This design comes from an exercise in tuning for small area, a short achievable clock period and few clock cycles per item on the open sky130 flow, not from production work.
Power is estimated from default activity; no workload was simulated.

== T ==
## Rsa256Core
module Rsa256Core (
  input          i_clk,
  input          i_rst,
  input          i_start,
  input  [255:0] i_a,
  input  [255:0] i_d,
  input  [255:0] i_n,
  output [255:0] o_a_pow_d,
  output         o_finished
);
export LEC_CHECK = 0
export CAP_MARGIN = 20
export CORE_MARGIN = 2
export CORE_UTILIZATION = 48
export SETUP_SLACK_MARGIN = 0.5
export SLEW_MARGIN = 20
export SYNTH_HIERARCHICAL = 1
create_clock -name core_clock -period 16.0 [get_ports {i_clk}]
standard.sh (not shown) runs the stock make flow with config.mk's settings and CLKGATE_MAP_FILE= SYNTH_SCRIPT=/design/flow/synth_recipe.tcl, a recipe that flattens the netlist after the stock synthesis.
==> flow/flow/run.sh <==
#!/bin/bash
# Own layout flow: the standard synthesis, then the standard ORFS layout steps with
# repair_timing aiming for extra setup slack (the clock and constraints are unchanged).
set -uo pipefail
KNOBS=$(cat flow/knobs.txt 2>/dev/null || echo "SETUP_SLACK_MARGIN=10")
[[ -f flow/env.sh ]] && source flow/env.sh
bash standard.sh synth > synth.log 2>&1 || { tail -50 synth.log; exit 1; }
bash standard.sh $KNOBS finish > layout.log 2>&1 || { tail -50 layout.log; exit 1; }
==> flow/flow/env.sh <==
export BUFFER_PORTS_ARGS="-buffer_cell sky130_fd_sc_hd__buf_4"
==> flow/flow/knobs.txt <==
SETUP_SLACK_MARGIN=11.25 SLEW_MARGIN=40
[inputs] Q vs T
diff --git a/flow/design.v b/flow/design.v
--- a/flow/design.v
+++ b/flow/design.v
@@ -6500,14 +6500,15 @@
                          (op == OP_MUL3) ? df3 : 8'd0;
   wire [23:0] lowP = ~Sn[23:0] + ~Cn[23:0] + {23'd0, ~cinn};
   wire [23:0] bnew = (first || keepb) ? B[23:0] : lowP;
   wire [23:0] dfirst = (op == OP_SQ || op == OP_FSQ) ? bnew : (op == OP_MUL1 || op == OP_PRE || op == OP_FMUL) ? A[23:0] :
                             (op == OP_MUL3) ? A3[23:0] : 24'd1;
   rsa_mulcs u_m0 (.a(dfirst[7:0]), .b(bnew[7:0]), .sn(m0sn), .cn(m0cn));
   wire mont_last = st_mont && (cnt == 34);
+  wire [270:0] aext = {15'd0, (st_idle && i_n[255]) ? {1'b1, 255'd0} : i_a};
   wire scan_done = st_scan && scan_ph && (fpend || dbit || idx == 9'd0);
   wire d_zero = st_scan && scan_ph && !fpend && !dbit && idx == 9'd0;
   wire win11 = dbit && dbit1 && idx != 9'd0;
   wire nt_first = ph_nt && (cnt == 0);
   wire nmbit = npr[13];
   wire [279:0] nz = {24'd0, i_n};
   wire [279:0] n2 = {23'd0, i_n, 1'b0};
@@ -6536,15 +6537,15 @@
   end
   always @(posedge i_clk) begin
     d_l1 <= dpad[{idx[7:4], 4'd0} +: 17];
     if (st_idle) begin
       fast <= i_n[255];
       fpend <= i_n[255];
       wr_a <= 1'b0;
-      A <= i_n[255] ? {15'd0, 1'b1, 255'd0} : {15'd0, i_a};
+      A <= aext;
       sgn <= 1'b0;
       cnt <= 0;
       last <= 1'b0;
       idx <= 9'd255;
       scan_ph <= 1'b0;
       F <= 0;
       nu <= i_n[14:1];
@@ -6616,15 +6617,15 @@
       dig <= dign;
       dign <= dnx;
       dnx <= dfetch;
       didx <= didx + 7'd1;
       dBsn <= mmsn;
       dBcn <= mmcn;
       q <= qnext;
-      if (op == OP_FSQ) A <= {15'd0, i_a};
+      if (op == OP_FSQ) A <= aext;
       if (cnt == 34) begin
         wr_a3 <= (op == OP_PRE);
         keepb <= (op == OP_PRE) && !pre_bit;
         if (op == OP_FSQ) begin
           if (fcnt != 2'd0) fcnt <= fcnt - 2'd1;
           else op <= OP_FMUL;
         end
==> comparison <==
STATUS area of all placed cells without fillers: Q wins against T
Q vs T — final cell count dropped slightly
Run comparison: Q critical path endpoint A[256]; T critical path endpoint A[161]
Compared Q against T; clock distribution area overhead in the final layout within noise.
Across both runs, power was lower for Q than for T.
Q: share of cells above drive strength 1 lower than T
Function was not checked in any run of this note: the RTL went through the layout flow alone.

## static timing again, ports no longer ideal
In the flow no input, the clock included, has a driving cell. The finished layouts below were timed again as built, in two steps.
Step 1 (the two cells are an assumption about what drives the block):
set clk [get_ports {i_clk}]
set_driving_cell -lib_cell sky130_fd_sc_hd__clkbuf_16 $clk
set_driving_cell -lib_cell sky130_fd_sc_hd__buf_2 [delete_from_list [all_inputs] $clk]
Step 2 also shifts input and output timing later by t, the mid clock arrival at the registers, as if the neighbouring blocks saw the same clock.
Slacks: no drivers / after step 1 / after step 2; pairs: no drivers / after step 1.
run | t (ns) | slack for setup (ns) | clock arrival spread, ns | cell pins on the clock port's net
T | 1.101 | 11.169 / 11.040 / 10.335 | 0.096 / 0.097 | 1
Q | 1.129 | 11.108 / 11.002 / 10.364 | 0.133 / 0.133 | 1
After both steps every run listed still meets setup and hold. For T, which loses most, drivers alone change the setup slack by -0.129 ns; drivers and shift together by -0.834 ns.
